Source: an optimization exercise on an open RTL-to-GDS flow (aim: a short achievable clock period and few clock cycles). Production flows keep margins and buffers that such runs may drop.
Function was checked by simulation only, so behaviour that the tests miss may differ from the original.
Power figures rest on the tool's default switching activity, not on a simulated workload.

`flow/design.v`:
```
module en_reg(clk, rst, en, d, q);
  parameter W = 32;
  input clk, rst, en;
  input [W-1:0] d;
  output reg [W-1:0] q;
  always @(posedge clk)
    if (rst) q <= {W{1'b0}};
    else if (en) q <= d;
endmodule
module ks_add(a, b, cin, s);
  parameter W = 32;
  input [W-1:0] a, b;
  input cin;
  output [W-1:0] s;
  localparam L = (W > 32) ? 6 : (W > 16) ? 5 : (W > 8) ? 4 : (W > 4) ? 3 : (W > 2) ? 2 : 1;
  wire [W-1:0] g [0:L];
  wire [W-1:0] p [0:L];
  assign g[0] = (a & b) | {{(W-1){1'b0}}, cin & (a[0] ^ b[0])};
  assign p[0] = a ^ b;
  genvar i, k;
  generate
    for (k = 0; k < L; k = k + 1) begin : lvl
      for (i = 0; i < W; i = i + 1) begin : bitk
        if (i >= (1 << k)) begin : comb
          assign g[k+1][i] = g[k][i] | (p[k][i] & g[k][i - (1 << k)]);
          assign p[k+1][i] = p[k][i] & p[k][i - (1 << k)];
        end else begin : pass
          assign g[k+1][i] = g[k][i];
          assign p[k+1][i] = p[k][i];
        end
      end
    end
  endgenerate
  wire [W-1:0] c = {g[L][W-2:0], cin};
  assign s = p[0] ^ c;
endmodule
module register_file(clk, we3, a1, a2, a3, wd3, rd1, rd2);
  input clk, we3;
  input [4:0] a1, a2, a3;
  input [31:0] wd3;
  output [31:0] rd1, rd2;
  reg [1023:0] regs;
  wire [31:0] sel1, sel2;
  genvar i;
  generate
    for (i = 0; i < 32; i = i + 1) begin : word
      always @(posedge clk)
        if (we3 & (a3 == i)) regs[i*32 +: 32] <= wd3;
      assign sel1[i] = (a1 == i);
      assign sel2[i] = (a2 == i);
    end
  endgenerate
  reg [31:0] r1, r2;
  integer k;
  always @* begin
    r1 = 32'b0;
    r2 = 32'b0;
    for (k = 0; k < 32; k = k + 1) begin
      r1 = r1 | (regs[k*32 +: 32] & {32{sel1[k]}});
      r2 = r2 | (regs[k*32 +: 32] & {32{sel2[k]}});
    end
  end
  assign rd1 = r1;
  assign rd2 = r2;
endmodule
module d_flop(d, clk, rst, en, q);
  input [31:0] d;
  input clk;
  input rst;
  input en;
  output reg [31:0] q;
  always @(posedge clk)
    if (rst) q <= 32'b0;
    else if (en) q <= d;
endmodule
module mips_cpu(clk, rst, imem_addr, imem_rdata, dmem_addr, dmem_rdata, dmem_we, dmem_wdata,
                rf_ra1, rf_ra2, rf_rd1, rf_rd2, rf_we, rf_wa, rf_wd);
  input clk, rst;
  output [31:0] imem_addr;
  input [31:0] imem_rdata;
  output [31:0] dmem_addr, dmem_wdata;
  output dmem_we;
  input [31:0] dmem_rdata;
  output [4:0] rf_ra1, rf_ra2;
  input [31:0] rf_rd1, rf_rd2;
  output rf_we;
  output [4:0] rf_wa;
  output [31:0] rf_wd;
  reg d_valid, d_ptaken, d_ptok;
  reg [31:0] d_ins, d_pc4, d_pnpc;
  reg e_valid, e_wen, e_lw, e_sw, e_beq, e_bne, e_jr, e_fl, e_ptaken, e_ptok, e_off0;
  reg e_s_sum, e_s_diff, e_s_and, e_s_or, e_s_slt, e_s_link;
  reg [4:0] e_dest;
  reg [31:0] e_a, e_b, e_bi, e_imm, e_pc4, e_pnpc;
  reg m_wen, m_lw, m_sw;
  reg [4:0] m_dest;
  reg [31:0] m_res, m_wdata;
  wire redirect, stall;
  wire [31:0] pc;
  wire [31:0] pc4;
  ks_add #(30) pc_inc(.a(pc[31:2]), .b(30'd1), .cin(1'b0), .s(pc4[31:2]));
  assign pc4[1:0] = pc[1:0];
  wire [31:0] ins = imem_rdata;
  wire [5:0] op = ins[31:26];
  wire [4:0] rs = ins[25:21], rt = ins[20:16];
  wire [15:0] imm = ins[15:0];
  wire f_jr    = (op == 6'b000000) & (ins[5:0] == 6'b001000);
  wire f_beq   = (op == 6'b000100);
  wire f_bne   = (op == 6'b000101);
  wire f_jal   = (op == 6'b000011);
  wire f_j     = (op == 6'b000010) | f_jal;
  wire f_ptaken = (f_beq | f_bne) & (imm[15] | (f_beq & (rs == rt)) | (f_bne & (rs != rt)));
  wire [10:0] bt_lo;
  ks_add #(11) lo_add(.a({1'b0, pc[11:2]}), .b({1'b0, imm[9:0]}), .cin(1'b1), .s(bt_lo));
  wire f_tgt_ok = ((imm[15:10] == 6'h00) & ~bt_lo[10]) | ((imm[15:10] == 6'h3f) & bt_lo[10]);
  wire [31:0] f_bpred = {pc[31:12], bt_lo[9:0], pc[1:0]};
  wire [31:0] link;
  wire [31:0] f_pnpc = f_j ? {4'b0000, ins[25:0], 2'b00} :
                       f_jr ? link :
                       f_ptaken ? f_bpred : pc4;
  wire [5:0] dop = d_ins[31:26], fn = d_ins[5:0];
  wire [4:0] drs = d_ins[25:21], drt = d_ins[20:16], drd = d_ins[15:11];
  wire [15:0] dimm = d_ins[15:0];
  wire [31:0] simm = {{16{dimm[15]}}, dimm};
  wire d_rtype = (dop == 6'b000000);
  wire d_jr    = d_rtype & (fn == 6'b001000);
  wire d_addi  = (dop == 6'b001000);
  wire d_andi  = (dop == 6'b001100);
  wire d_lw    = (dop == 6'b100011);
  wire d_sw    = (dop == 6'b101011);
  wire d_beq   = (dop == 6'b000100);
  wire d_bne   = (dop == 6'b000101);
  wire d_j     = (dop == 6'b000010);
  wire d_jal   = (dop == 6'b000011);
  wire d_br    = d_beq | d_bne;
  wire d_wen   = (d_rtype & ~d_jr) | d_addi | d_andi | d_lw | d_jal;
  wire [4:0] d_dest = d_jal ? 5'd31 : (d_rtype ? drd : drt);
  wire d_use_rs = ~(d_j | d_jal);
  wire d_use_rt = d_rtype | d_sw | d_br;
  wire d_s_diff = d_rtype & (fn == 6'b100010);
  wire d_s_and  = (d_rtype & (fn == 6'b100100)) | d_andi;
  wire d_s_or   = d_rtype & (fn == 6'b100101);
  wire d_s_slt  = d_rtype & (fn == 6'b101010);
  wire d_s_link = d_jal;
  wire d_s_sum  = ~(d_s_diff | d_s_and | d_s_or | d_s_slt | d_s_link);
  wire d_uimm   = d_addi | d_andi | d_lw | d_sw;
  assign rf_ra1 = drs;
  assign rf_ra2 = drt;
  wire e_fwd = e_valid & e_wen & ~e_lw;
  wire fa_e = e_fwd & (e_dest == drs);
  wire fb_e = e_fwd & (e_dest == drt);
  wire fa_m = m_wen & (m_dest == drs);
  wire fb_m = m_wen & (m_dest == drt);
  wire [31:0] res;
  wire [31:0] d_a_rf = fa_m ? rf_wd : rf_rd1;
  wire [31:0] d_b_rf = fb_m ? rf_wd : rf_rd2;
  wire [31:0] d_a = fa_e ? res : d_a_rf;
  wire [31:0] d_b = fb_e ? res : d_b_rf;
  wire [31:0] d_bi = (fb_e & ~d_uimm) ? res : (d_uimm ? simm : d_b_rf);
  wire d_sw_ld = d_sw & (drt == e_dest) & (drs != e_dest);
  assign stall = d_valid & e_valid & e_lw &
                 ((d_use_rs & (drs == e_dest)) | (d_use_rt & (drt == e_dest) & ~d_sw_ld));
  wire [31:0] sum, diff;
  ks_add #(32) alu_add(.a(e_a), .b(e_bi), .cin(1'b0), .s(sum));
  ks_add #(32) alu_sub(.a(e_a), .b(~e_b), .cin(1'b1), .s(diff));
  wire lt = (e_a[31] != e_b[31]) ? e_a[31] : diff[31];
  assign res = ({32{e_s_sum}} & sum) |
               ({32{e_s_diff}} & diff) |
               ({32{e_s_and}} & (e_a & e_bi)) |
               ({32{e_s_or}} & (e_a | e_bi)) |
               {31'b0, e_s_slt & lt} |
               ({32{e_s_link}} & e_pc4);
  wire [31:0] btarget;
  ks_add #(30) bt_add(.a(e_pc4[31:2]), .b(e_imm[29:0]), .cin(1'b0), .s(btarget[31:2]));
  assign btarget[1:0] = e_pc4[1:0];
  wire eq = (e_a == e_b);
  wire taken = e_beq ? eq : ~eq;
  wire br_miss = (e_beq | e_bne) & ~e_off0 & (taken ? ~e_ptok : e_ptaken);
  wire jr_miss = e_jr & (e_a != e_pnpc);
  assign redirect = e_valid & (br_miss | jr_miss);
  wire [31:0] rtarget = e_jr ? e_a : (taken ? btarget : e_pc4);
  wire [31:0] npc = redirect ? rtarget : f_pnpc;
  d_flop program_counter(.d(npc), .clk(clk), .rst(rst), .en(redirect | ~stall), .q(pc));
  en_reg link_reg(.clk(clk), .rst(rst), .en(f_jal & ~redirect & ~stall), .d(pc4), .q(link));
  assign imem_addr = pc;
  always @(posedge clk) begin
    if (rst) begin
      d_valid <= 1'b0;
      e_valid <= 1'b0;
      m_wen <= 1'b0;
      m_sw <= 1'b0;
    end else begin
      if (redirect | ~stall) d_valid <= ~redirect;
      e_valid <= d_valid & ~redirect & ~stall;
      m_wen <= e_valid & e_wen;
      m_sw <= e_valid & e_sw;
    end
    if (~stall) begin
      d_ins <= ins;
      d_pc4 <= pc4;
      d_pnpc <= link;
      d_ptaken <= f_ptaken;
      d_ptok <= f_ptaken & f_tgt_ok;
    end
    e_wen <= d_wen;
    e_lw <= d_lw;
    e_sw <= d_sw;
    e_beq <= d_beq;
    e_bne <= d_bne;
    e_jr <= d_jr;
    e_s_sum <= d_s_sum;
    e_s_diff <= d_s_diff;
    e_s_and <= d_s_and;
    e_s_or <= d_s_or;
    e_s_slt <= d_s_slt;
    e_s_link <= d_s_link;
    e_dest <= d_dest;
    e_fl <= e_valid & e_lw & d_sw_ld;
    e_a <= d_a;
    e_b <= d_b;
    e_bi <= d_bi;
    e_imm <= simm;
    e_pc4 <= d_pc4;
    e_pnpc <= d_pnpc;
    e_ptaken <= d_ptaken;
    e_ptok <= d_ptok;
    e_off0 <= (dimm == 16'b0);
    m_lw <= e_lw;
    m_dest <= e_dest;
    m_res <= res;
    m_wdata <= e_fl ? dmem_rdata : e_b;
  end
  assign dmem_addr = m_res;
  assign dmem_wdata = m_wdata;
  assign dmem_we = m_sw;
  assign rf_we = m_wen;
  assign rf_wa = m_dest;
  assign rf_wd = m_lw ? dmem_rdata : m_res;
endmodule
module mips_top(clk, rst, imem_addr, imem_rdata, dmem_addr, dmem_wdata, dmem_we, dmem_rdata);
  input clk;
  input rst;
  output [31:0] imem_addr;
  input [31:0] imem_rdata;
  output [31:0] dmem_addr, dmem_wdata;
  output dmem_we;
  input [31:0] dmem_rdata;
  wire [4:0] ra1, ra2, wa;
  wire [31:0] rd1, rd2, wd;
  wire we;
  register_file cpu_register(.clk(clk), .we3(we), .a1(ra1), .a2(ra2), .a3(wa),
                             .wd3(wd), .rd1(rd1), .rd2(rd2));
  mips_cpu cpu(.clk(clk), .rst(rst),
               .imem_addr(imem_addr), .imem_rdata(imem_rdata),
               .dmem_addr(dmem_addr), .dmem_rdata(dmem_rdata),
               .dmem_we(dmem_we), .dmem_wdata(dmem_wdata),
               .rf_ra1(ra1), .rf_ra2(ra2), .rf_rd1(rd1), .rf_rd2(rd2),
               .rf_we(we), .rf_wa(wa), .rf_wd(wd));
endmodule
```
`flow/flow/run.sh`:
```
#!/bin/bash
set -euo pipefail
bash standard.sh SETUP_SLACK_MARGIN=7.5 ADDER_MAP_FILE= finish > make_finish.log 2>&1
```
`flow/standard.sh`:
```
#!/bin/bash
# synth_recipe.tcl (not shown) runs the flow's synth.tcl, then flattens the netlist and writes it again
# the make line also repeats each setting of config.mk as NAME=value (left out here)
make -C /OpenROAD-flow-scripts/flow DESIGN_CONFIG=/design/flow/config.mk WORK_HOME=/design/flow/orfs CLKGATE_MAP_FILE= SYNTH_SCRIPT=/design/flow/synth_recipe.tcl "${@:-finish}"
```
`flow/config.mk`:
```
export PLATFORM = sky130hd
export DESIGN_NAME = mips_top
export DESIGN_NICKNAME = mips_top
export VERILOG_FILES = /design/flow/design.v
export SDC_FILE = /design/flow/constraint.sdc
export NUM_CORES = 4
export LEC_CHECK = 0
export CAP_MARGIN = 20
export CORE_MARGIN = 2
export CORE_UTILIZATION = 40
export SETUP_SLACK_MARGIN = 5
export SLEW_MARGIN = 20
export SYNTH_HIERARCHICAL = 1
export SYNTH_MINIMUM_KEEP_SIZE = 0
```
`flow/constraint.sdc`:
```
create_clock -name core_clock -period 11.0 [get_ports {clk}]
set_input_delay 2.2000 -clock core_clock [delete_from_list [all_inputs] [get_ports {clk}]]
set_output_delay 2.2000 -clock core_clock [all_outputs]
set_load 0.01 [all_outputs]
```
==> reports/metrics.yaml, run 1 <==
run_status:
  status: "complete, no violations"
yosys:
  synth_edf_count: 1122
  yosys_warnings: 13
  seq_area_frac_synth_pct: 55.4
  synth_seq_cells: 1457
  synth_ff_type: "edfxtp_1"
  syn_area_per_cell_um2: 11.8
  synth_cells: 6198
  synth_cell_types: 109
  synth_async_sr_flop_share_pct: 0
  syn_area_mm2: 0.0729
finish:
  drive_above_1_share_pct: 22.0
  syn2layout_area_growth_pct: 19.8
  fin_nets: 6580
  fin_util_pct: 48.3
  layout_common_cells: "1,122 x edfxtp_1, 691 x a22oi_1, 294 x nand2_1, 260 x nor2_1, 259 x and3_1"
  final_cell_area_mm2: 0.0874
  final_common_cell: "edfxtp_1"
  fin_cells: 9039
hold_path:
  hold_class: "reg2reg"
placed_design:
  hpwl_mm: 211
  dp_slack_ns: 5.21
  placed_cells: 8541
  gp_congestion: 0.969
  placed_area_mm2: 0.0775
  port_buffers: 162
die:
  die_h_um: 431
  dieArea_mm2: 0.186
  die_x_um: 431
  initial_core_util_pct: 40.3
  core_mm2: 0.181
  ioPinCount: 163
  std_cell_rows: 156
critical_path:
  crit_required_ns: 11.72
  cpPeakStageDelay_ns: 0.77
  cp-start-kind: "register"
  r2r-end: "cpu.e_a[29]$_DFF_P_"
  cp-startpoint: "cpu.d_ins[21]$_DFFE_PN_"
  r2r-start: "cpu.d_ins[21]$_DFFE_PN_"
  crit_end: "cpu.e_a[29]$_DFF_P_"
  r2r_slack_ns: 7.35
  worstSetupPathType: "reg2reg"
  crit_chain: "buf_12 > buf_16 > nand2_4 > nor2_4 > buf_4 > a2111oi_1 > nand4_1 > or4_1 > o211ai_1 > o21ai_0"
  arrival_ns: 4.37
  critPathCaptureType: "register"
  ff2ff_path_depth: 10
  slowest_stage: "a2111oi_1"
  cp_max_fo: 26
clock_tree:
  clock_latency_ns: 0.86
  cts_buffer_depth: 3
  cts.sinks: 1457
  cts_tree: "yes"
  cts-root-buf: "clkbuf_16"
  hold_buffers: 0
  path_clk_slew_ns: 0.07
  cts_max_level: 4
  cts_buffers: 158
sta:
  period_minus_slack_ns: 3.65
  fin_skew_ns: 0.0601
  fin_crit_sh_pct: 33.2
  clock.fmax_mhz: 274
  slew_headroom_pct: 7.72
  rsz0062_at_grt: "true"
  tightest_slew_ns: 1.38
  tns_ns: 0
  finalSetupViolCount: 0
  fin_ws_ns: 7.35
  drv_slew: 0
  hold_slack_ns: 0.319
  hold_violations: 0
routing:
  wire_per_inst_um: 38.6
  via_per_inst: 6.97
  postRouteAntennaNets: 0
  drcViolationCount: 0
  wl_mm: 349
  dr.pass1.iters: 13
  drt_iter0_markers: 10900
  vias: 63000
grt:
  antenna_found_initial: 22
  grt_overflow: 0
  grt_pass1_wl_mm: 464
  grt_start_max_net_pins: 99
  first_global_vias: 58400
  grt_usage_pct: 35.7
pwr:
  total_power_mw: 18.8
  max-vdd-ir-drop_v: 0.000146
  p_per_area_mw_per_mm2: 215
  leakagePower_nw: 30.7
flow_run:
  maxCapViolCount: 0
[synth_stat cells, types with 52 or more instances]
library cell | instances | area (µm²)
a21oi_1 | 186 | 931
o21ai_0 | 138 | 691
o211ai_1 | 59 | 443
a31oi_1 | 77 | 482
nor2_1 | 309 | 1160
nand2b_1 | 79 | 494
a2111oi_2 | 52 | 781
xnor2_1 | 246 | 2150
dfxtp_1 | 335 | 6710
edfxtp_1 | 1122 | 33700
buf_2 | 89 | 445
mux2_2 | 132 | 1490
xor2_1 | 119 | 1040
nand2_1 | 298 | 1120
and3_1 | 264 | 1650
or4_1 | 66 | 495
mux2i_1 | 178 | 1780
a222oi_1 | 62 | 621
clkbuf_1 | 286 | 1070
a22oi_1 | 700 | 5260
inv_1 | 97 | 364
and2_1 | 74 | 463
nand4_1 | 129 | 807
nand3_1 | 168 | 841
[per-module statistics from Yosys (local to each module, per instance), a selection]
module	area, µm²	flops+latches	cells
d_flop	1160	32	103
register_file	45000	1024	3038
en_reg	1160	32	103
mips_cpu	15900	369	1515
[critical path, delay by kind of cell, from the launching register on]
family / cells / cell delay [ns]
AO/OA/AOI/OAI: 3 / 1.13
buffers and inverters: 3 / 0.74
flip-flops: 1 / 0.45
AND/OR/NAND/NOR: 4 / 1.16
[routing by layer]
metal | GRT usage [%] | vias to the layer above | share of wire [%] | wire length [µm]
li1 | - | 25000 | - | -
met1 | 42.4 | 30900 | 34 | 120000
met3 | 13.0 | 1561 | 14 | 48100
met5 | 0 | - | 0.093 | 326
met2 | 54.5 | 5498 | 44 | 152000
met4 | 23.4 | 14 | 8.3 | 28800
[repair_timing]
| action | 4_1_cts | 5_1_grt |
|---|---|---|
| setup buffers | 86 | 67 |
| endpoints found under the setup margin | 379 | 253 |
| pin swaps | 36 | 68 |
| gates cloned | 17 | 13 |
| gates resized for setup | 1087 | 256 |
[cell families (layout without fill, tap and decap cells)]
| family | count (synthesis) | count (layout) | synth area share [%] |
|---|---|---|---|
| AO/OA/AOI/OAI | 1780 | 1780 | 18.6 |
| XOR/XNOR | 369 | 369 | 4.47 |
| adder cells (fa/ha/maj) | 55 | 55 | 0.774 |
| buffers and inverters | 557 | 895 | 3.57 |
| flip-flops | 1457 | 1457 | 55.4 |
| multiplexers | 335 | 335 | 5.01 |
| other | 2 | 129 | 0.0103 |
| AND/OR/NAND/NOR | 1643 | 1649 | 12.2 |
[final cells by class]
type	instances	area, µm²
fillers	16100	93500
flip-flops and latches	1457	40700
multi-input cells	4293	32800
repair buffers	506	5380
clock buffers	214	4360
well taps	2370	2970
clock inverters	77	803
inverters	97	387
diodes	24	60.1
repair inverters	1	7.51
[power by group]
part           leakage (nW)  internal [mW]  switching [mW]
Sequential             13.1           6.93           0.586
Combinational          15.1           2.12            3.72
Clock                  2.51           3.02            2.40
Total                  30.7           12.1            6.71
[worst min-delay path by stage]
stage	slack (ns)	cells past startpoint	to	startpoint
after floorplan	0.32	0	cpu.e_pc4[0]$_DFF_P_	cpu.d_pc4[0]$_DFFE_PN_
after global placement	0.33	0	cpu.e_pc4[14]$_DFF_P_	cpu.d_pc4[14]$_DFFE_PN_
after detailed placement	0.33	0	cpu.e_pc4[14]$_DFF_P_	cpu.d_pc4[14]$_DFFE_PN_
after CTS	0.32	0	cpu.e_ptaken$_DFF_P_	cpu.d_ptaken$_DFFE_PN_
after global routing	0.33	0	cpu.e_ptaken$_DFF_P_	cpu.d_ptaken$_DFFE_PN_
final	0.32	0	cpu.e_pc4[24]$_DFF_P_	cpu.d_pc4[24]$_DFFE_PN_
[registers in the layout, summed over array words and instances, names as in the netlist, 16 cells and up]
register,cells
cpu.e_imm,16
cpu_register.regs,1024
cpu.e_pnpc,32
cpu.link_reg.q,32
cpu.program_counter.q,32
cpu.d_ins,32
cpu.d_pc4,32
cpu.e_bi,32
cpu.e_b,32
cpu.e_a,32
cpu.d_pnpc,32
cpu.e_pc4,32
cpu.m_res,32
cpu.m_wdata,32
Testbench counts, summed over its fixed seeds: cycles 43,448.
==> run 2, diff against run 1 <==
--- a/flow/design.v
+++ b/flow/design.v
@@ -7,4 +7,10 @@
     if (rst) q <= {W{1'b0}};
     else if (en) q <= d;
+endmodule
+module pg_dot(gh, ph, gl, pl, g, p);
+  input gh, ph, gl, pl;
+  output g, p;
+  assign g = gh | (ph & gl);
+  assign p = ph & pl;
 endmodule
 module ks_add(a, b, cin, s);
@@ -23,6 +29,6 @@
       for (i = 0; i < W; i = i + 1) begin : bitk
         if (i >= (1 << k)) begin : comb
-          assign g[k+1][i] = g[k][i] | (p[k][i] & g[k][i - (1 << k)]);
-          assign p[k+1][i] = p[k][i] & p[k][i - (1 << k)];
+          pg_dot dot(.gh(g[k][i]), .ph(p[k][i]), .gl(g[k][i - (1 << k)]), .pl(p[k][i - (1 << k)]),
+                     .g(g[k+1][i]), .p(p[k+1][i]));
         end else begin : pass
           assign g[k+1][i] = g[k][i];
@@ -34,4 +40,39 @@
   wire [W-1:0] c = {g[L][W-2:0], cin};
   assign s = p[0] ^ c;
+endmodule
+module next_pc(ins, pc_n, link, rst, redirect, rtarget, stall, pc_d, pc4, jal, ptaken, ptok);
+  input [31:0] ins, pc_n, link, rtarget;
+  input rst, redirect, stall;
+  output [31:0] pc_d, pc4;
+  output jal, ptaken, ptok;
+  wire [31:0] pc = ~pc_n;
+  ks_add #(30) pc_inc(.a(pc[31:2]), .b(30'd1), .cin(1'b0), .s(pc4[31:2]));
+  assign pc4[1:0] = pc[1:0];
+  wire [5:0] op = ins[31:26];
+  wire [4:0] rs = ins[25:21], rt = ins[20:16];
+  wire [15:0] imm = ins[15:0];
+  wire is_jr  = (op == 6'b000000) & (ins[5:0] == 6'b001000);
+  wire is_beq = (op == 6'b000100);
+  wire is_bne = (op == 6'b000101);
+  assign jal  = (op == 6'b000011);
+  wire is_j   = (op == 6'b000010) | jal;
+  assign ptaken = (is_beq | is_bne) & (imm[15] | (is_beq & (rs == rt)) | (is_bne & (rs != rt)));
+  wire [10:0] bt_lo;
+  ks_add #(11) lo_add(.a({1'b0, pc[11:2]}), .b({1'b0, imm[9:0]}), .cin(1'b1), .s(bt_lo));
+  assign ptok = ptaken & (((imm[15:10] == 6'h00) & ~bt_lo[10]) | ((imm[15:10] == 6'h3f) & bt_lo[10]));
+  wire [31:0] bpred = {pc[31:12], bt_lo[9:0], pc[1:0]};
+  wire go = ~rst & ~redirect & ~stall;
+  wire s_j  = go & is_j;
+  wire s_jr = go & ~is_j & is_jr;
+  wire s_bt = go & ~is_j & ~is_jr & ptaken;
+  wire s_p4 = go & ~is_j & ~is_jr & ~ptaken;
+  wire s_rd = ~rst & redirect;
+  wire s_hd = ~rst & ~redirect & stall;
+  assign pc_d = ({32{s_bt}} & bpred) |
+                ({32{s_j}}  & {4'b0000, ins[25:0], 2'b00}) |
+                ({32{s_jr}} & link) |
+                ({32{s_p4}} & pc4) |
+                ({32{s_rd}} & rtarget) |
+                ({32{s_hd}} & pc);
 endmodule
 module register_file(clk, we3, a1, a2, a3, wd3, rd1, rd2);
@@ -64,13 +105,10 @@
   assign rd2 = r2;
 endmodule
-module d_flop(d, clk, rst, en, q);
+module d_flop(d, clk, q);
   input [31:0] d;
   input clk;
-  input rst;
-  input en;
   output reg [31:0] q;
   always @(posedge clk)
-    if (rst) q <= 32'b0;
-    else if (en) q <= d;
+    q <= d;
 endmodule
 module mips_cpu(clk, rst, imem_addr, imem_rdata, dmem_addr, dmem_rdata, dmem_we, dmem_wdata,
@@ -95,28 +133,30 @@
   reg m_wen, m_lw, m_sw;
   reg [4:0] m_dest;
-  reg [31:0] m_res, m_wdata;
+  reg [31:0] m_res, m_addr, m_wdata;
   wire redirect, stall;
-  wire [31:0] pc;
-  wire [31:0] pc4;
-  ks_add #(30) pc_inc(.a(pc[31:2]), .b(30'd1), .cin(1'b0), .s(pc4[31:2]));
-  assign pc4[1:0] = pc[1:0];
+  wire [31:0] pc, pc_n;
+  wire [31:0] pc_d, pc4, link;
   wire [31:0] ins = imem_rdata;
-  wire [5:0] op = ins[31:26];
-  wire [4:0] rs = ins[25:21], rt = ins[20:16];
-  wire [15:0] imm = ins[15:0];
-  wire f_jr    = (op == 6'b000000) & (ins[5:0] == 6'b001000);
-  wire f_beq   = (op == 6'b000100);
-  wire f_bne   = (op == 6'b000101);
-  wire f_jal   = (op == 6'b000011);
-  wire f_j     = (op == 6'b000010) | f_jal;
-  wire f_ptaken = (f_beq | f_bne) & (imm[15] | (f_beq & (rs == rt)) | (f_bne & (rs != rt)));
-  wire [10:0] bt_lo;
-  ks_add #(11) lo_add(.a({1'b0, pc[11:2]}), .b({1'b0, imm[9:0]}), .cin(1'b1), .s(bt_lo));
-  wire f_tgt_ok = ((imm[15:10] == 6'h00) & ~bt_lo[10]) | ((imm[15:10] == 6'h3f) & bt_lo[10]);
-  wire [31:0] f_bpred = {pc[31:12], bt_lo[9:0], pc[1:0]};
-  wire [31:0] link;
-  wire [31:0] f_pnpc = f_j ? {4'b0000, ins[25:0], 2'b00} :
-                       f_jr ? link :
-                       f_ptaken ? f_bpred : pc4;
+  wire f_jal, f_ptaken, f_ptok;
+  wire [31:0] rtarget;
+  wire [31:0] pc_d0, pc_d1, pc_d2, pc_d3, pc4_1, pc4_2, pc4_3;
+  wire jal_1, jal_2, jal_3, ptaken_1, ptaken_2, ptaken_3, ptok_1, ptok_2, ptok_3;
+  next_pc fetch0(.ins(ins), .pc_n(pc_n), .link(link), .rst(rst), .redirect(redirect),
+                 .rtarget(rtarget), .stall(stall), .pc_d(pc_d0), .pc4(pc4),
+                 .jal(f_jal), .ptaken(f_ptaken), .ptok(f_ptok));
+  next_pc fetch1(.ins(ins), .pc_n(pc_n), .link(link), .rst(rst), .redirect(redirect),
+                 .rtarget(rtarget), .stall(stall), .pc_d(pc_d1), .pc4(pc4_1),
+                 .jal(jal_1), .ptaken(ptaken_1), .ptok(ptok_1));
+  next_pc fetch2(.ins(ins), .pc_n(pc_n), .link(link), .rst(rst), .redirect(redirect),
+                 .rtarget(rtarget), .stall(stall), .pc_d(pc_d2), .pc4(pc4_2),
+                 .jal(jal_2), .ptaken(ptaken_2), .ptok(ptok_2));
+  next_pc fetch3(.ins(ins), .pc_n(pc_n), .link(link), .rst(rst), .redirect(redirect),
+                 .rtarget(rtarget), .stall(stall), .pc_d(pc_d3), .pc4(pc4_3),
+                 .jal(jal_3), .ptaken(ptaken_3), .ptok(ptok_3));
+  assign pc_d = {pc_d3[31:24], pc_d2[23:16], pc_d1[15:8], pc_d0[7:0]};
+  d_flop program_counter(.d(pc_d), .clk(clk), .q(pc));
+  d_flop program_counter_n(.d(~pc_d), .clk(clk), .q(pc_n));
+  en_reg link_reg(.clk(clk), .rst(rst), .en(f_jal & ~redirect & ~stall), .d(pc4), .q(link));
+  assign imem_addr = pc;
   wire [5:0] dop = d_ins[31:26], fn = d_ins[5:0];
   wire [4:0] drs = d_ins[25:21], drt = d_ins[20:16], drd = d_ins[15:11];
@@ -179,9 +219,5 @@
   wire jr_miss = e_jr & (e_a != e_pnpc);
   assign redirect = e_valid & (br_miss | jr_miss);
-  wire [31:0] rtarget = e_jr ? e_a : (taken ? btarget : e_pc4);
-  wire [31:0] npc = redirect ? rtarget : f_pnpc;
-  d_flop program_counter(.d(npc), .clk(clk), .rst(rst), .en(redirect | ~stall), .q(pc));
-  en_reg link_reg(.clk(clk), .rst(rst), .en(f_jal & ~redirect & ~stall), .d(pc4), .q(link));
-  assign imem_addr = pc;
+  assign rtarget = e_jr ? e_a : (taken ? btarget : e_pc4);
   always @(posedge clk) begin
     if (rst) begin
@@ -201,5 +237,5 @@
       d_pnpc <= link;
       d_ptaken <= f_ptaken;
-      d_ptok <= f_ptaken & f_tgt_ok;
+      d_ptok <= f_ptok;
     end
     e_wen <= d_wen;
@@ -228,8 +264,9 @@
     m_lw <= e_lw;
     m_dest <= e_dest;
-    m_res <= res;
+    if (e_valid & e_wen) m_res <= res;
+    m_addr <= res;
     m_wdata <= e_fl ? dmem_rdata : e_b;
   end
-  assign dmem_addr = m_res;
+  assign dmem_addr = m_addr;
   assign dmem_wdata = m_wdata;
   assign dmem_we = m_sw;
==> flow/flow/run.sh (replaced) <==
#!/bin/bash
set -euo pipefail
bash standard.sh SETUP_SLACK_MARGIN=7.5 ADDER_MAP_FILE= MATCH_CELL_FOOTPRINT=0 finish > make_finish.log 2>&1
==> reports/metrics.yaml, run 2 <==
finish:
  fin_nets: 7280
  fillers: 17900
  layout_common_cells: "1,154 x edfxtp_1, 756 x a21o_1, 741 x and2_1, 692 x a22oi_1, 376 x xor2_1"
  drive_above_1_share_pct: 17.2
  final_common_cell: "edfxtp_1"
  fin_cells: 10000
  top_register: "cpu_register.regs"
  largest_register_ffs: 1024
  syn2layout_area_growth_pct: 17.4
clock_tree:
  path_clk_slew_ns: 0.07
  cts_max_level: 4
  cts_tree: "yes"
  clock_latency_ns: 0.86
  cts_buffer_depth: 3
  cts.sinks: 1521
  cts_buffers: 165
  hold_buffers: 0
  cts-root-buf: "clkbuf_16"
grt:
  grt_start_max_net_pins: 71
  grt_usage_pct: 35.0
  grt_pass1_wl_mm: 494
  antenna_found_initial: 27
  first_global_vias: 62100
  grt_overflow: 0
placed_design:
  gp_congestion: 1.00
  port_buffers: 162
  placed_cells: 9593
  hpwl_mm: 239
routing:
  drcViolationCount: 0
  wire_per_inst_um: 36.9
  wl_mm: 369
  via_per_inst: 6.62
  postRouteAntennaNets: 0
  dr.pass1.iters: 10
  vias: 66200
  drt_iter0_markers: 12500
critical_path:
  crit_required_ns: 11.76
  critPathCaptureType: "register"
  arrival_ns: 4.45
  crit_buf_inv: 2
  cp_common_cell: "mux2i_1"
  cp_max_fo: 46
  worstSetupPathType: "reg2reg"
  cp-start-kind: "register"
  slowest_stage: "and2_4"
  cpPeakStageDelay_ns: 0.95
  ff2ff_path_depth: 10
  critPathTopFamily: "simple AND/OR/NAND/NOR gates"
  crit_chain: "buf_6 > nor2b_4 > buf_8 > and2_4 > a22oi_1 > and4_1 > nand4_1 > mux2i_1 > mux2i_1 > o21ba_1"
  cp.depth: 10
pwr:
  p_per_area_mw_per_mm2: 198
  total_power_mw: 18.4
  leakagePower_nw: 38.9
  max-vdd-ir-drop_v: 0.000152
sta:
  slew_headroom_pct: 18.1
  period_minus_slack_ns: 3.69
  hold_violations: 0
  clock.fmax_mhz: 271
  drv_slew: 0
  tightest_slew_ns: 1.23
  finalSetupViolCount: 0
  fin_crit_sh_pct: 33.6
  rsz0062_at_grt: "true"
  tns_ns: 0
  fin_skew_ns: 0.0543
yosys:
  synth_cells: 6895
  yosys_warnings: 13
  syn_area_mm2: 0.0792
  syn_area_per_cell_um2: 11.5
hold_path:
  whs_path_depth: 0
  hold_class: "reg2reg"
run_status:
  status: "complete, no violations"
die:
  die_x_um: 449
  initial_core_util_pct: 40.2
  core_mm2: 0.197
  ioPinCount: 163
  dieArea_mm2: 0.202
  die_h_um: 449
  std_cell_rows: 163
flow_run:
  maxCapViolCount: 0
run 2: power breakdown:
part           switching [mW]  total [mW]  internal (mW)
Combinational            3.38        5.45           2.07
Clock                    2.45        5.70           3.25
Sequential              0.677        7.26           6.59
run 2: final timing paths:
kind / startpoint / to / slack, ns
hold reg to reg: cpu.d_pc4[23]$_DFFE_PN_ / cpu.e_pc4[23]$_DFF_P_ / 0.33
setup reg to reg: cpu.d_ins[20]$_DFFE_PN_ / cpu.e_bi[16]$_DFF_P_ / 7.31
setup / recovery: cpu.d_ins[20]$_DFFE_PN_ / cpu.e_bi[16]$_DFF_P_ / 7.31
hold / removal: cpu.d_pc4[23]$_DFFE_PN_ / cpu.e_pc4[23]$_DFF_P_ / 0.33
run 2: per-layer routing:
| metal | wire, µm | global-route usage (%) |
|---|---|---|
| met1 | 139000 | 46.9 |
| met2 | 150000 | 49.4 |
| met3 | 54600 | 12.0 |
| met4 | 25600 | 19.2 |
| met5 | 190 | 0 |
run 2: through the flow:
stage	instance area, µm²	worst slack, ns	hold WS, ns	utilization [%]
3_3_place_gp	84600	5.90	0.325	42.9
3_5_place_dp	84600	5.84	0.327	43.0
4_1_cts	91800	7.43	0.330	46.6
2_1_floorplan	80200	7.26	0.323	-
5_1_grt	92900	7.44	0.333	47.2
6_report	93000	7.31	0.334	47.2
run 2: repair_timing:
action | 4_1_cts | 5_1_grt
gates resized for setup | 754 | 175
setup buffers | 44 | 37
pin swaps | 26 | 31
cloned | 7 | 6
setup endpoints to repair | 402 | 254
run 2: worst reg2reg max path: cells and delay by family, from the launching register on:
kind	cells	cell delay, ns
and+or+nand+nor	4	1.57
buffers and inverters	2	0.67
muxes	2	0.55
AOI/OAI and AO/OA	2	0.45
DFF	1	0.40
run 2: cell type report:
cell class	instances	area, µm²	area share [%]
Timing Repair inverter	1	8.76	0.00942
Multi-Input combinational cell	4911	37100	39.9
Timing Repair Buffer	407	4070	4.37
Tap cell	2640	3300	3.55
Inverter	207	793	0.853
Antenna cell	17	42.5	0.0457
Sequential cell	1521	42200	45.4
Clock buffer	214	4520	4.86
Clock inverter	87	945	1.02
Testbench counts of run 2, summed over its fixed seeds: cycles 43,448.
==> run 3, diff against run 2 <==
--- a/flow/design.v
+++ b/flow/design.v
@@ -62,25 +62,24 @@
   assign ptok = ptaken & (((imm[15:10] == 6'h00) & ~bt_lo[10]) | ((imm[15:10] == 6'h3f) & bt_lo[10]));
   wire [31:0] bpred = {pc[31:12], bt_lo[9:0], pc[1:0]};
-  wire go = ~rst & ~redirect & ~stall;
+  wire go = ~rst & ~stall;
   wire s_j  = go & is_j;
   wire s_jr = go & ~is_j & is_jr;
   wire s_bt = go & ~is_j & ~is_jr & ptaken;
   wire s_p4 = go & ~is_j & ~is_jr & ~ptaken;
-  wire s_rd = ~rst & redirect;
-  wire s_hd = ~rst & ~redirect & stall;
-  assign pc_d = ({32{s_bt}} & bpred) |
-                ({32{s_j}}  & {4'b0000, ins[25:0], 2'b00}) |
-                ({32{s_jr}} & link) |
-                ({32{s_p4}} & pc4) |
-                ({32{s_rd}} & rtarget) |
-                ({32{s_hd}} & pc);
-endmodule
-module register_file(clk, we3, a1, a2, a3, wd3, rd1, rd2);
+  wire s_hd = ~rst & stall;
+  wire [31:0] pred = ({32{s_bt}} & bpred) |
+                     ({32{s_j}}  & {4'b0000, ins[25:0], 2'b00}) |
+                     ({32{s_jr}} & link) |
+                     ({32{s_p4}} & pc4) |
+                     ({32{s_hd}} & pc);
+  assign pc_d = (redirect & ~rst) ? rtarget : pred;
+endmodule
+module register_file(clk, we3, s1, s2, a3, wd3, rd1, rd2);
   input clk, we3;
-  input [4:0] a1, a2, a3;
+  input [31:0] s1, s2;
+  input [4:0] a3;
   input [31:0] wd3;
   output [31:0] rd1, rd2;
   reg [1023:0] regs;
-  wire [31:0] sel1, sel2;
   genvar i;
   generate
@@ -88,6 +87,4 @@
       always @(posedge clk)
         if (we3 & (a3 == i)) regs[i*32 +: 32] <= wd3;
-      assign sel1[i] = (a1 == i);
-      assign sel2[i] = (a2 == i);
     end
   endgenerate
@@ -98,6 +95,6 @@
     r2 = 32'b0;
     for (k = 0; k < 32; k = k + 1) begin
-      r1 = r1 | (regs[k*32 +: 32] & {32{sel1[k]}});
-      r2 = r2 | (regs[k*32 +: 32] & {32{sel2[k]}});
+      r1 = r1 | (regs[k*32 +: 32] & {32{s1[k]}});
+      r2 = r2 | (regs[k*32 +: 32] & {32{s2[k]}});
     end
   end
@@ -113,5 +110,5 @@
 endmodule
 module mips_cpu(clk, rst, imem_addr, imem_rdata, dmem_addr, dmem_rdata, dmem_we, dmem_wdata,
-                rf_ra1, rf_ra2, rf_rd1, rf_rd2, rf_we, rf_wa, rf_wd);
+                rf_rs1, rf_rs2, rf_rd1, rf_rd2, rf_we, rf_wa, rf_wd);
   input clk, rst;
   output [31:0] imem_addr;
@@ -120,5 +117,5 @@
   output dmem_we;
   input [31:0] dmem_rdata;
-  output [4:0] rf_ra1, rf_ra2;
+  output [31:0] rf_rs1, rf_rs2;
   input [31:0] rf_rd1, rf_rd2;
   output rf_we;
@@ -126,5 +123,5 @@
   output [31:0] rf_wd;
   reg d_valid, d_ptaken, d_ptok;
-  reg [31:0] d_ins, d_pc4, d_pnpc;
+  reg [31:0] d_ins, d_pc4, d_pnpc, d_sel1, d_sel2;
   reg e_valid, e_wen, e_lw, e_sw, e_beq, e_bne, e_jr, e_fl, e_ptaken, e_ptok, e_off0;
   reg e_s_sum, e_s_diff, e_s_and, e_s_or, e_s_slt, e_s_link;
@@ -185,6 +182,6 @@
   wire d_s_sum  = ~(d_s_diff | d_s_and | d_s_or | d_s_slt | d_s_link);
   wire d_uimm   = d_addi | d_andi | d_lw | d_sw;
-  assign rf_ra1 = drs;
-  assign rf_ra2 = drt;
+  assign rf_rs1 = d_sel1;
+  assign rf_rs2 = d_sel2;
   wire e_fwd = e_valid & e_wen & ~e_lw;
   wire fa_e = e_fwd & (e_dest == drs);
@@ -234,4 +231,6 @@
     if (~stall) begin
       d_ins <= ins;
+      d_sel1 <= 32'b1 << ins[25:21];
+      d_sel2 <= 32'b1 << ins[20:16];
       d_pc4 <= pc4;
       d_pnpc <= link;
@@ -283,8 +282,9 @@
   output dmem_we;
   input [31:0] dmem_rdata;
-  wire [4:0] ra1, ra2, wa;
+  wire [31:0] rs1, rs2;
+  wire [4:0] wa;
   wire [31:0] rd1, rd2, wd;
   wire we;
-  register_file cpu_register(.clk(clk), .we3(we), .a1(ra1), .a2(ra2), .a3(wa),
+  register_file cpu_register(.clk(clk), .we3(we), .s1(rs1), .s2(rs2), .a3(wa),
                              .wd3(wd), .rd1(rd1), .rd2(rd2));
   mips_cpu cpu(.clk(clk), .rst(rst),
@@ -292,5 +292,5 @@
                .dmem_addr(dmem_addr), .dmem_rdata(dmem_rdata),
                .dmem_we(dmem_we), .dmem_wdata(dmem_wdata),
-               .rf_ra1(ra1), .rf_ra2(ra2), .rf_rd1(rd1), .rf_rd2(rd2),
+               .rf_rs1(rs1), .rf_rs2(rs2), .rf_rd1(rd1), .rf_rd2(rd2),
                .rf_we(we), .rf_wa(wa), .rf_wd(wd));
 endmodule
==> reports/metrics.yaml, run 3 <==
flow_run:
  maxCapViolCount: 0
critical_path:
  worstSetupPathType: "reg2out"
  cp-start-kind: "register"
  cp_max_fo: 1
  critPathCaptureType: "primary output"
  crit_chain: "buf_6"
  slowest_stage: "dfxtp_4"
  crit_required_ns: 8.80
  arrival_ns: 1.37
  cpPeakStageDelay_ns: 0.42
  cp-startpoint: "cpu.m_addr[20]$_DFF_P_"
  critPathTopFamily: "flip-flops"
  r2r-start: "cpu.e_pc4[18]$_DFF_P_"
  crit_buf_inv: 1
clock_tree:
  path_clk_slew_ns: 0.06
  cts.sinks: 1585
  clock_latency_ns: 0.85
  cts-root-buf: "clkbuf_16"
  cts_buffers: 165
  cts_tree: "yes"
  cts_max_level: 4
  hold_buffers: 0
  cts_buffer_depth: 3
die:
  core_mm2: 0.197
  die_x_um: 449
  dieArea_mm2: 0.201
  std_cell_rows: 163
  initial_core_util_pct: 40.2
  die_h_um: 449
  ioPinCount: 163
routing:
  wl_mm: 318
  vias: 61800
  drcViolationCount: 0
  wl_met2_mm: 129
  wire_per_inst_um: 32.4
  route.met3.wl_mm: 40.5
  postRouteAntennaNets: 0
  drt_iter0_markers: 8839
  wl_met1_mm: 130
  dr.pass1.iters: 7
  via_per_inst: 6.30
  top_layer: "met5"
sta:
  period_minus_slack_ns: 3.57
  fin_crit_sh_pct: 32.4
  slew_headroom_pct: 27.3
  drv_slew: 0
  finalSetupViolCount: 0
  hold_violations: 0
  tns_ns: 0
  rsz0062_at_grt: "true"
  clock.fmax_mhz: 280
  fin_skew_ns: 0.0698
  tightest_slew_ns: 1.09
finish:
  final_common_cell: "edfxtp_1"
  drive_above_1_share_pct: 13.0
  final_cell_area_mm2: 0.0910
  top_register: "cpu_register.regs"
  syn2layout_area_growth_pct: 15.2
  multi_input_area_mm2: 0.0345
  fillers: 17900
  fin_nets: 7094
  fin_util_pct: 46.3
  regArea_mm2: 0.0441
  largest_register_ffs: 1024
  layout_common_cells: "1,218 x edfxtp_1, 1,087 x a22oi_1, 752 x a21o_1, 731 x and2_1, 376 x xor2_1"
pwr:
  p_clk_share_pct: 30.3
  leakagePower_nw: 36.8
  p_per_area_mw_per_mm2: 207
  max-vdd-ir-drop_v: 0.000160
  switchingPower_mw: 6.54
  p_sw_share_pct: 34.8
  p_seq_share_pct: 39.9
  combPwrFrac_pct: 29.8
  internal-power_mw: 12.3
yosys:
  synth_cells: 6768
  syn_area_per_cell_um2: 11.7
  syn_area_mm2: 0.0790
  yosys_warnings: 13
grt:
  grt_pass1_wl_mm: 440
  grt_usage_pct: 30.5
  grt_overflow: 0
  grt_start_max_net_pins: 76
  antenna_found_initial: 17
  first_global_vias: 59000
placed_design:
  placed_area_mm2: 0.0838
  port_buffers: 162
  gp_congestion: 0.962
  hpwl_mm: 207
run_status:
  status: "complete, no violations"
hold_path:
  worstHoldStart: "cpu.d_pc4[3]$_DFFE_PN_"
  hold_class: "reg2reg"
-- run 3: final timing paths --
check	end	slack (ns)	depth (start not counted)
min	cpu.e_pc4[3]$_DFF_P_	0.32	0
min reg2reg	cpu.e_pc4[3]$_DFF_P_	0.32	0
max	dmem_addr[20]	7.43	1
max reg2reg	cpu.program_counter_n.q[23]$_DFF_P_	7.50	13
-- run 3: layer usage --
metal | vias to the layer above | global-route usage, %
met3 | 838 | 8.67
met1 | 30500 | 42.6
met4 | 14 | 15.5
met2 | 4343 | 42.8
li1 | 26200 | -
met5 | - | 0
-- run 3: per-stage QoR --
step	setup WS [ns]	total power [mW]	cells	hold WS [ns]
3_5_place_dp	5.77	12.5	9464	0.327
3_3_place_gp	5.78	12.5	9463	0.325
2_1_floorplan	6.69	10.3	6959	0.323
6_report	7.43	18.8	9811	0.323
4_1_cts	7.38	18.3	9786	0.325
5_1_grt	7.42	19.4	9806	0.331
-- run 3: layout make-up --
| cell class | instances | area share (%) |
|---|---|---|
| multi-input combinational | 4744 | 37.9 |
| antenna | 6 | 0.0165 |
| timing repair buffer | 325 | 3.13 |
| inverter | 207 | 0.878 |
| sequential | 1585 | 48.5 |
| clock inverter | 90 | 1.10 |
| clock buffer | 214 | 4.93 |
| tap | 2640 | 3.63 |
-- run 3: power groups by stage --
stage | Sequential (mW) | Clock (mW) | Combinational (mW)
4_1_cts | 7.45 | 5.74 | 5.13
6_report | 7.50 | 5.70 | 5.61
2_1_floorplan | 7.22 | 0 | 3.11
3_5_place_dp | 7.52 | 0 | 4.95
3_3_place_gp | 7.52 | 0 | 4.97
5_1_grt | 7.51 | 5.96 | 5.93
-- run 3: repair_timing --
action	in CTS	in global routing
setup buffers	17	16
gates cloned	1	3
endpoints found under the hold margin	0	0
gates resized for setup	566	197
setup endpoints to repair	245	135
pin swaps	11	36
Testbench counts of run 3, summed over its fixed seeds: cycles 43,448.
==> run 4, diff against run 3 <==
--- a/flow/design.v
+++ b/flow/design.v
@@ -213,5 +213,6 @@
   wire eq = (e_a == e_b);
   wire taken = e_beq ? eq : ~eq;
-  wire br_miss = (e_beq | e_bne) & ~e_off0 & (taken ? ~e_ptok : e_ptaken);
+  wire br_miss = (e_beq | e_bne) &
+                 ((e_ptaken & ~e_ptok) | (~e_off0 & (taken ? ~e_ptaken : e_ptaken)));
   wire jr_miss = e_jr & (e_a != e_pnpc);
   assign redirect = e_valid & (br_miss | jr_miss);
==> reports/metrics.yaml, run 4 <==
pwr:
  switchingPower_mw: 6.41
  p_sw_share_pct: 34.4
  leakagePower_nw: 36.7
  p_clk_share_pct: 31.2
  p_seq_share_pct: 39.9
  combPwrFrac_pct: 29.0
  p_per_area_mw_per_mm2: 205
  total_power_mw: 18.6
  internal-power_mw: 12.2
  max-vdd-ir-drop_v: 0.000170
sta:
  finalSetupViolCount: 0
  tns_ns: 0
  slew_headroom_pct: 30.9
  drv_slew: 0
  hold_violations: 0
  clock.fmax_mhz: 279
  fin_crit_sh_pct: 32.6
  tightest_slew_ns: 1.04
  hold_slack_ns: 0.327
  period_minus_slack_ns: 3.58
  rsz0062_at_grt: "true"
  fin_skew_ns: 0.0696
yosys:
  syn_area_per_cell_um2: 11.7
  synth_cells: 6779
  yosys_warnings: 13
  syn_area_mm2: 0.0790
routing:
  drt_iter0_markers: 9440
  vias: 61700
  dr.pass1.iters: 6
  wire_per_inst_um: 31.8
  postRouteAntennaNets: 0
  wl_mm: 312
  via_per_inst: 6.29
  drcViolationCount: 0
die:
  core_mm2: 0.197
  die_x_um: 448
  dieArea_mm2: 0.201
  std_cell_rows: 163
  ioPinCount: 163
  initial_core_util_pct: 40.1
  die_h_um: 448
critical_path:
  slowest_stage: "dfxtp_4"
  arrival_ns: 1.38
  crit_chain: "buf_6"
  critPathCaptureType: "primary output"
  worstSetupPathType: "reg2out"
  cp-start-kind: "register"
  cpPeakStageDelay_ns: 0.42
  crit_required_ns: 8.80
  crit_buf_inv: 1
  critPathTopFamily: "flip-flops"
  cp_max_fo: 1
placed_design:
  placed_cells: 9470
  gp_congestion: 0.960
  placed_area_mm2: 0.0838
  hpwl_mm: 204
  port_buffers: 162
run_status:
  status: "complete, no violations"
clock_tree:
  cts_tree: "yes"
  hold_buffers: 0
  cts.sinks: 1585
  cts_buffers: 167
  cts_max_level: 4
  path_clk_slew_ns: 0.06
  cts-root-buf: "clkbuf_16"
  clock_latency_ns: 0.87
  cts_buffer_depth: 3
finish:
  syn2layout_area_growth_pct: 14.9
  top_register: "cpu_register.regs"
  fillers: 17800
  fin_nets: 7099
  final_cell_area_mm2: 0.0907
  layout_common_cells: "1,218 x edfxtp_1, 1,087 x a22oi_1, 754 x a21o_1, 738 x and2_1, 383 x xor2_1"
  largest_register_ffs: 1024
  drive_above_1_share_pct: 12.7
  final_common_cell: "edfxtp_1"
  fin_cells: 9817
grt:
  first_global_vias: 58900
  grt_usage_pct: 30.2
  grt_pass1_wl_mm: 434
  grt_start_max_net_pins: 76
  antenna_found_initial: 20
  grt_overflow: 0
hold_path:
  hold_class: "reg2reg"
flow_run:
  maxCapViolCount: 0
run 4: final timing paths:
kind / start / end / slack (ns) / cells after the start
min: cpu.d_pnpc[27]$_DFFE_PN_ / cpu.e_pnpc[27]$_DFF_P_ / 0.33 / 0
max reg2reg: cpu.program_counter_n.q[2]$_DFF_P_ / cpu.program_counter_n.q[6]$_DFF_P_ / 7.44 / 10
max: cpu.m_addr[19]$_DFF_P_ / dmem_addr[19] / 7.42 / 1
min reg2reg: cpu.d_pnpc[27]$_DFFE_PN_ / cpu.e_pnpc[27]$_DFF_P_ / 0.33 / 0
run 4: what timing repair did:
| item | CTS | global route |
|---|---|---|
| setup buffers | 14 | 15 |
| resized for setup | 563 | 134 |
| cloned | 1 | 3 |
| pin swaps | 11 | 11 |
| setup endpoints to repair | 371 | 162 |
| endpoints found under the hold margin | 0 | 0 |
run 4: power by group through the flow:
stage | logic, mW | registers, mW | clock network [mW]
floorplan | 3.16 | 7.26 | 0
global placement | 4.97 | 7.48 | 0
detailed placement | 4.97 | 7.48 | 0
CTS | 5.10 | 7.40 | 5.85
global route | 5.74 | 7.45 | 6.09
finish | 5.39 | 7.43 | 5.80
run 4: worst reg2reg max path, cell delays in order, from the launching register on:
cell and delay [ns]:
dfxtp_1 0.86, inv_1 0.34, maj3_2 0.47, a21o_1 0.30, a21o_1 0.30, xor2_2 0.46, o21ai_0 0.19, a211oi_1 0.26
o21ai_0 0.13, nand3_1 0.11, inv_1 0.04
run 4: cell type report:
cell class	count	area (µm²)	area share [%]
flip-flops and latches	1585	44100	48.6
multi-input cells	4754	34200	37.7
clock buffers	206	4420	4.87
well taps	2640	3300	3.64
repair buffers	319	2680	2.96
clock inverters	104	1190	1.32
inverters	206	785	0.865
diodes	3	7.51	0.00827
run 4: metrics by stage:
step	worst slack, ns	utilization (%)
after detailed placement	5.61	42.6
after global routing	7.39	46.1
final	7.42	46.1
after global placement	5.68	42.6
after floorplan	7.16	-
after CTS	7.37	45.8
run 4: routing by layer:
metal  GRT usage [%]  routed length [µm]  vias up
met4            13.8               15500       16
met1            41.6              126000    30500
met2            44.6              134000     4179
li1                -                   -    26200
met3            7.75               36400      804
met5           0.385                 264        -
Testbench counts of run 4, summed over its fixed seeds: cycles 43,448.
==> run 5, diff against run 4 <==
--- a/flow/design.v
+++ b/flow/design.v
@@ -124,4 +124,5 @@
   reg d_valid, d_ptaken, d_ptok;
   reg [31:0] d_ins, d_pc4, d_pnpc, d_sel1, d_sel2;
+  reg [4:0] d_rs, d_rt;
   reg e_valid, e_wen, e_lw, e_sw, e_beq, e_bne, e_jr, e_fl, e_ptaken, e_ptok, e_off0;
   reg e_s_sum, e_s_diff, e_s_and, e_s_or, e_s_slt, e_s_link;
@@ -157,5 +158,5 @@
   assign imem_addr = pc;
   wire [5:0] dop = d_ins[31:26], fn = d_ins[5:0];
-  wire [4:0] drs = d_ins[25:21], drt = d_ins[20:16], drd = d_ins[15:11];
+  wire [4:0] drs = d_rs, drt = d_rt, drd = d_ins[15:11];
   wire [15:0] dimm = d_ins[15:0];
   wire [31:0] simm = {{16{dimm[15]}}, dimm};
@@ -213,6 +214,5 @@
   wire eq = (e_a == e_b);
   wire taken = e_beq ? eq : ~eq;
-  wire br_miss = (e_beq | e_bne) &
-                 ((e_ptaken & ~e_ptok) | (~e_off0 & (taken ? ~e_ptaken : e_ptaken)));
+  wire br_miss = (e_beq | e_bne) & ~e_off0 & (taken ? ~e_ptok : e_ptaken);
   wire jr_miss = e_jr & (e_a != e_pnpc);
   assign redirect = e_valid & (br_miss | jr_miss);
@@ -232,6 +232,4 @@
     if (~stall) begin
       d_ins <= ins;
-      d_sel1 <= 32'b1 << ins[25:21];
-      d_sel2 <= 32'b1 << ins[20:16];
       d_pc4 <= pc4;
       d_pnpc <= link;
@@ -239,4 +237,8 @@
       d_ptok <= f_ptok;
     end
+    d_rs <= stall ? d_ins[25:21] : ins[25:21];
+    d_rt <= stall ? d_ins[20:16] : ins[20:16];
+    d_sel1 <= 32'b1 << (stall ? d_ins[25:21] : ins[25:21]);
+    d_sel2 <= 32'b1 << (stall ? d_ins[20:16] : ins[20:16]);
     e_wen <= d_wen;
     e_lw <= d_lw;
==> reports/metrics.yaml, run 5 <==
die:
  std_cell_rows: 163
  core_mm2: 0.197
  ioPinCount: 163
  dieArea_mm2: 0.202
  die_x_um: 449
  die_h_um: 449
  initial_core_util_pct: 40.2
routing:
  postRouteAntennaNets: 0
  wl_mm: 323
  drt_iter0_markers: 9676
  wire_per_inst_um: 32.6
  vias: 62900
  drcViolationCount: 0
  dr.pass1.iters: 6
  via_per_inst: 6.34
grt:
  grt_usage_pct: 30.9
  grt_pass1_wl_mm: 447
  use_met2_pct: 43.5
  first_global_vias: 60100
  use_met1_pct: 41.2
  grt_start_max_net_pins: 69
  met3_usage_pct: 10.5
  grt_overflow: 0
  top_usage_layer: "met2"
  antenna_found_initial: 22
finish:
  final_common_cell: "edfxtp_1"
  fin_util_pct: 46.4
  largest_register_ffs: 1024
  drive_above_1_share_pct: 13.7
  top_register: "cpu_register.regs"
  layout_common_cells: "1,154 x edfxtp_1, 1,086 x a22oi_1, 754 x a21o_1, 737 x and2_1, 383 x xor2_1"
  regArea_mm2: 0.0437
  fin_nets: 7205
  syn2layout_area_growth_pct: 15.3
  fillers: 18000
  multi_input_area_mm2: 0.0353
critical_path:
  cp_common_cell: "nand3_1"
  critPathCaptureType: "register"
  r2r-start: "cpu.e_a[8]$_DFF_P_"
  crit_required_ns: 11.72
  cp_max_fo: 30
  cp-start-kind: "register"
  r2r_slack_ns: 7.41
  slowest_stage: "xor2_1"
  arrival_ns: 4.31
  ff2ff_path_depth: 12
  r2r-end: "cpu.program_counter_n.q[30]$_DFF_P_"
  cpPeakStageDelay_ns: 0.61
  worstSetupPathType: "reg2reg"
  crit_chain: "xor2_1 > nor4_1 > and4_1 > nand3_1 > buf_4 > nand3_1 > a31oi_4 > o21ai_0 > a211oi_1 > o21ai_1 > nand3b_1 > inv_1"
yosys:
  synth_cells: 6889
  syn_area_mm2: 0.0794
  yosys_warnings: 13
  syn_area_per_cell_um2: 11.5
clock_tree:
  cts_buffers: 164
  cts_buffer_depth: 3
  cts.sinks: 1595
  cts-root-buf: "clkbuf_16"
  clock_latency_ns: 0.86
  cts_max_level: 4
  path_clk_slew_ns: 0.07
  cts_tree: "yes"
sta:
  clock.fmax_mhz: 278
  fin_crit_sh_pct: 32.7
  drv_slew: 0
  fin_skew_ns: 0.0819
  hold_slack_ns: 0.324
  slew_headroom_pct: 16.2
  fin_ws_ns: 7.41
  rsz0062_at_grt: "true"
  tns_ns: 0
  period_minus_slack_ns: 3.59
  tightest_slew_ns: 1.24
  hold_violations: 0
  finalSetupViolCount: 0
hold_path:
  whs_path_depth: 0
  worstHoldStart: "cpu.d_pc4[13]$_DFFE_PP_"
  hold_end: "cpu.e_pc4[13]$_DFF_P_"
  hold_class: "reg2reg"
run_status:
  status: "complete, no violations"
pwr:
  p_clk_share_pct: 29.9
  switchingPower_mw: 6.67
  p_seq_share_pct: 40.1
  combPwrFrac_pct: 30.0
  total_power_mw: 18.9
  internal-power_mw: 12.2
  leakagePower_nw: 36.9
  max-vdd-ir-drop_v: 0.000129
  p_per_area_mw_per_mm2: 206
  p_sw_share_pct: 35.3
placed_design:
  hpwl_mm: 208
  port_buffers: 162
  gp_congestion: 0.999
  dp_slack_ns: 5.94
flow_run:
  maxCapViolCount: 0
[run 5: timing repair]
item | 4_1_cts | 5_1_grt
setup buffers | 22 | 15
pin swaps | 10 | 27
hold buffers | 0 | 0
endpoints found under the setup margin | 249 | 153
gates cloned | 5 | 5
resized for setup | 617 | 162
[run 5: power groups by stage]
stage                     Combinational (mW)  Clock [mW]  Sequential (mW)
after floorplan                         3.14           0             7.25
after global placement                  5.01           0             7.58
after detailed placement                5.01           0             7.57
after CTS                               5.24        5.67             7.51
after global routing                    5.99        5.90             7.58
final                                   5.66        5.64             7.57
[run 5: stage by stage]
step | cell area [µm²] | cells
3_3_place_gp | 84100 | 9564
5_1_grt | 91500 | 9913
6_report | 91500 | 9923
4_1_cts | 90700 | 9891
2_1_floorplan | 80200 | 7080
3_5_place_dp | 84100 | 9564
[run 5: cell type report]
class	count	share of cell area, %
multi-input combinational	4836	38.5
antenna	10	0.0273
tap	2640	3.61
clock buffer	210	4.90
timing repair buffer	334	3.25
clock inverter	90	1.00
inverter	208	0.890
sequential	1595	47.8
[run 5: how the worst max path moves through the flow]
| stage | startpoint | end | slack (ns) | depth (start not counted) |
|---|---|---|---|---|
| 5_1_grt | cpu.m_addr[21]$_DFF_P_ | dmem_addr[21] | 7.41 | 1 |
| 2_1_floorplan | imem_rdata[19] | cpu.program_counter_n.q[27]$_DFF_P_ | 7.18 | 8 |
| 6_report | cpu.e_a[8]$_DFF_P_ | cpu.program_counter_n.q[30]$_DFF_P_ | 7.41 | 12 |
| 4_1_cts | cpu.m_addr[21]$_DFF_P_ | dmem_addr[21] | 7.38 | 1 |
| 3_3_place_gp | imem_rdata[0] | cpu.program_counter_n.q[6]$_DFF_P_ | 5.97 | 9 |
| 3_5_place_dp | imem_rdata[1] | cpu.program_counter.q[13]$_DFF_P_ | 5.94 | 6 |
[run 5: worst max-delay path: cells and delay by family, from the launching register on]
family          cells  cell delay (ns)
compound gates      4             0.91
xor+xnor            1             0.61
buf+inv             2             0.45
flops               1             0.53
simple gates        5             0.98
[run 5: routing by layer]
layer	up-vias	routed length, µm	share of wire [%]
li1	26600	-	-
met3	942	44400	14
met4	14	20200	6.3
met5	-	229	0.071
met2	4577	133000	41
met1	30800	126000	39
Testbench counts of run 5, summed over its fixed seeds: cycles 43,448.
==> run 6, diff against run 5 <==
--- a/flow/design.v
+++ b/flow/design.v
@@ -128,5 +128,5 @@
   reg e_s_sum, e_s_diff, e_s_and, e_s_or, e_s_slt, e_s_link;
   reg [4:0] e_dest;
-  reg [31:0] e_a, e_b, e_bi, e_imm, e_pc4, e_pnpc;
+  reg [31:0] e_a, e_b, e_bi, e_pc4, e_pnpc, e_btarget;
   reg m_wen, m_lw, m_sw;
   reg [4:0] m_dest;
@@ -183,4 +183,7 @@
   wire d_s_sum  = ~(d_s_diff | d_s_and | d_s_or | d_s_slt | d_s_link);
   wire d_uimm   = d_addi | d_andi | d_lw | d_sw;
+  wire [31:0] d_btarget;
+  ks_add #(30) bt_add(.a(d_pc4[31:2]), .b(simm[29:0]), .cin(1'b0), .s(d_btarget[31:2]));
+  assign d_btarget[1:0] = d_pc4[1:0];
   assign rf_rs1 = d_sel1;
   assign rf_rs2 = d_sel2;
@@ -209,13 +212,11 @@
                {31'b0, e_s_slt & lt} |
                ({32{e_s_link}} & e_pc4);
-  wire [31:0] btarget;
-  ks_add #(30) bt_add(.a(e_pc4[31:2]), .b(e_imm[29:0]), .cin(1'b0), .s(btarget[31:2]));
-  assign btarget[1:0] = e_pc4[1:0];
   wire eq = (e_a == e_b);
   wire taken = e_beq ? eq : ~eq;
-  wire br_miss = (e_beq | e_bne) & ~e_off0 & (taken ? ~e_ptok : e_ptaken);
+  wire br_miss = (e_beq | e_bne) &
+                 ((e_ptaken & ~e_ptok) | (~e_off0 & (taken ? ~e_ptaken : e_ptaken)));
   wire jr_miss = e_jr & (e_a != e_pnpc);
   assign redirect = e_valid & (br_miss | jr_miss);
-  assign rtarget = e_jr ? e_a : (taken ? btarget : e_pc4);
+  assign rtarget = e_jr ? e_a : (taken ? e_btarget : e_pc4);
   always @(posedge clk) begin
     if (rst) begin
@@ -258,6 +259,6 @@
     e_b <= d_b;
     e_bi <= d_bi;
-    e_imm <= simm;
     e_pc4 <= d_pc4;
+    e_btarget <= d_btarget;
     e_pnpc <= d_pnpc;
     e_ptaken <= d_ptaken;
==> flow/flow/run.sh (replaced) <==
#!/bin/bash
set -euo pipefail
bash standard.sh SETUP_SLACK_MARGIN=7.5 ADDER_MAP_FILE= MATCH_CELL_FOOTPRINT=0 \
  "BUFFER_PORTS_ARGS=-buffer_cell sky130_fd_sc_hd__buf_4" finish > make_finish.log 2>&1
==> reports/metrics.yaml, run 6 <==
run_status:
  status: "complete, no violations"
yosys:
  syn_area_mm2: 0.0797
  yosys_warnings: 13
  synth_cells: 6937
  syn_area_per_cell_um2: 11.5
routing:
  via_per_inst: 6.37
  wl_mm: 322
  vias: 63600
  wire_per_inst_um: 32.3
  drcViolationCount: 0
  drt_iter0_markers: 9110
  postRouteAntennaNets: 0
  dr.pass1.iters: 7
sta:
  rsz0062_at_grt: "true"
  tightest_slew_ns: 1.06
  slew_headroom_pct: 28.8
  finalSetupViolCount: 0
  tns_ns: 0
  fin_skew_ns: 0.0559
  drv_slew: 0
  hold_violations: 0
  clock.fmax_mhz: 279
  fin_crit_sh_pct: 32.5
  period_minus_slack_ns: 3.58
die:
  die_h_um: 450
  ioPinCount: 163
  core_mm2: 0.198
  initial_core_util_pct: 40.3
  die_x_um: 450
  dieArea_mm2: 0.203
  std_cell_rows: 163
critical_path:
  critPathTopFamily: "flip-flops"
  critPathCaptureType: "primary output"
  crit_required_ns: 8.80
  cp_max_fo: 1
  cp-start-kind: "register"
  crit_chain: "buf_6"
  crit_buf_inv: 1
  worstSetupPathType: "reg2out"
  slowest_stage: "dfxtp_4"
  arrival_ns: 1.38
  cpPeakStageDelay_ns: 0.41
clock_tree:
  path_clk_slew_ns: 0.06
  cts.sinks: 1609
  cts_tree: "yes"
  cts_buffer_depth: 3
  cts_max_level: 4
  cts-root-buf: "clkbuf_16"
  cts_buffers: 169
  clock_latency_ns: 0.87
finish:
  top_register: "cpu_register.regs"
  syn2layout_area_growth_pct: 14.8
  largest_register_ffs: 1024
  final_cell_area_mm2: 0.0915
  layout_common_cells: "1,154 x edfxtp_1, 1,084 x a22oi_1, 756 x a21o_1, 738 x and2_1, 377 x xor2_1"
  drive_above_1_share_pct: 14.2
  fin_nets: 7245
  final_common_cell: "edfxtp_1"
pwr:
  p_per_area_mw_per_mm2: 201
  max-vdd-ir-drop_v: 0.000186
  leakagePower_nw: 36.8
flow_run:
  maxCapViolCount: 0
placed_design:
  port_buffers: 162
  hpwl_mm: 209
  placed_area_mm2: 0.0842
  gp_congestion: 0.980
grt:
  antenna_found_initial: 19
  first_global_vias: 60200
  grt_usage_pct: 30.6
  grt_start_max_net_pins: 83
  grt_pass1_wl_mm: 446
  grt_overflow: 0
hold_path:
  hold_class: "reg2reg"
run 6: routing by layer:
layer,vias up,wire length [µm],GRT usage (%)
met5,-,47,0.189
met2,4559,133000,43.6
met1,31200,129000,41.3
li1,26800,-,-
met3,938,40600,9.40
met4,6,20300,17.0
run 6: metrics by stage:
step	hold WS, ns	std cells	setup slack (ns)	util (%)	power (mW)
2_1_floorplan	0.323	7128	7.18	-	10.4
3_3_place_gp	0.325	9607	6.12	42.6	12.3
3_5_place_dp	0.327	9607	6.14	42.6	12.3
4_1_cts	0.306	9932	7.36	45.9	18.1
5_1_grt	0.321	9956	7.35	46.3	19.1
6_report	0.304	9971	7.42	46.3	18.4
run 6: cell type report:
class	count	area (µm²)
Sequential cell	1609	44000
Multi-Input combinational cell	4855	34900
Fill cell	18000	106000
Timing Repair Buffer	334	3000
Clock inverter	80	841
Antenna cell	16	40.0
Tap cell	2640	3300
Inverter	210	815
Clock buffer	227	4630
run 6: power by group:
group | leakage (nW) | internal [mW] | switching, mW | total (mW)
Clock | 2.66 | 3.18 | 2.53 | 5.70
Sequential | 14.4 | 7.02 | 0.513 | 7.53
Combinational | 19.7 | 2.03 | 3.16 | 5.19
run 6: final timing paths:
check | start | endpoint | slack [ns] | cells after the start
worst max register to register | cpu.e_a[29]$_DFF_P_ | cpu.program_counter.q[10]$_DFF_P_ | 7.50 | 13
worst max-delay path | cpu.m_addr[21]$_DFF_P_ | dmem_addr[21] | 7.42 | 1
worst min register to register | cpu.d_pnpc[2]$_DFFE_PP_ | cpu.e_pnpc[2]$_DFF_P_ | 0.30 | 0
worst min-delay path | cpu.d_pnpc[2]$_DFFE_PP_ | cpu.e_pnpc[2]$_DFF_P_ | 0.30 | 0
run 6: what timing repair did:
action | CTS | global route
pin swaps | 11 | 17
resized for setup | 276 | 107
hold buffers | 0 | 0
setup endpoints to repair | 236 | 184
setup buffers | 17 | 20
gates cloned | 1 | 3
Testbench counts of run 6, summed over its fixed seeds: cycles 43,448.

==> afterwards: timing with drivers on the ports <==
In the flow no input, the clock included, has a driving cell. The finished layouts below were timed again as built, in two steps.
Step 1 sets driving cells, clkbuf_16 on the clock port and buf_2 on the other inputs (assumed; they add their load-dependent delay and slew).
Step 2 adds t to the input delays and takes it off the output delays; t is the mean of the earliest and latest rising clock arrival at the registers after step 1. Input paths then give back, and output paths get back, about the clock's delay inside the block.
Three values: no drivers, after step 1, after step 2; two values: the first two.
| run | t (ns) | setup slack, ns | worst setup path after step 2 | clock arrival spread, ns | slew at the worst register clock pin (ns) |
|---|---|---|---|---|---|
| run 1 | 0.908 | 7.347 / 7.327 / 6.521 | input to register | 0.065 / 0.065 | 0.07 / 0.07 |
| run 2 | 0.923 | 7.308 / 7.308 / 6.671 | input to register | 0.056 / 0.056 | 0.07 / 0.07 |
| run 3 | 0.893 | 7.434 / 7.353 / 6.642 | input to register | 0.070 / 0.071 | 0.07 / 0.07 |
| run 4 | 0.917 | 7.418 / 7.337 / 6.579 | input to register | 0.072 / 0.072 | 0.08 / 0.08 |
| run 5 | 0.901 | 7.408 / 7.342 / 6.648 | input to register | 0.082 / 0.082 | 0.07 / 0.07 |
| run 6 | 0.915 | 7.421 / 7.340 / 6.598 | input to register | 0.072 / 0.071 | 0.07 / 0.07 |
After both steps every run listed still meets setup and hold. For run 4, which loses most, drivers alone change the setup slack by -0.081 ns; drivers and shift together by -0.839 ns.
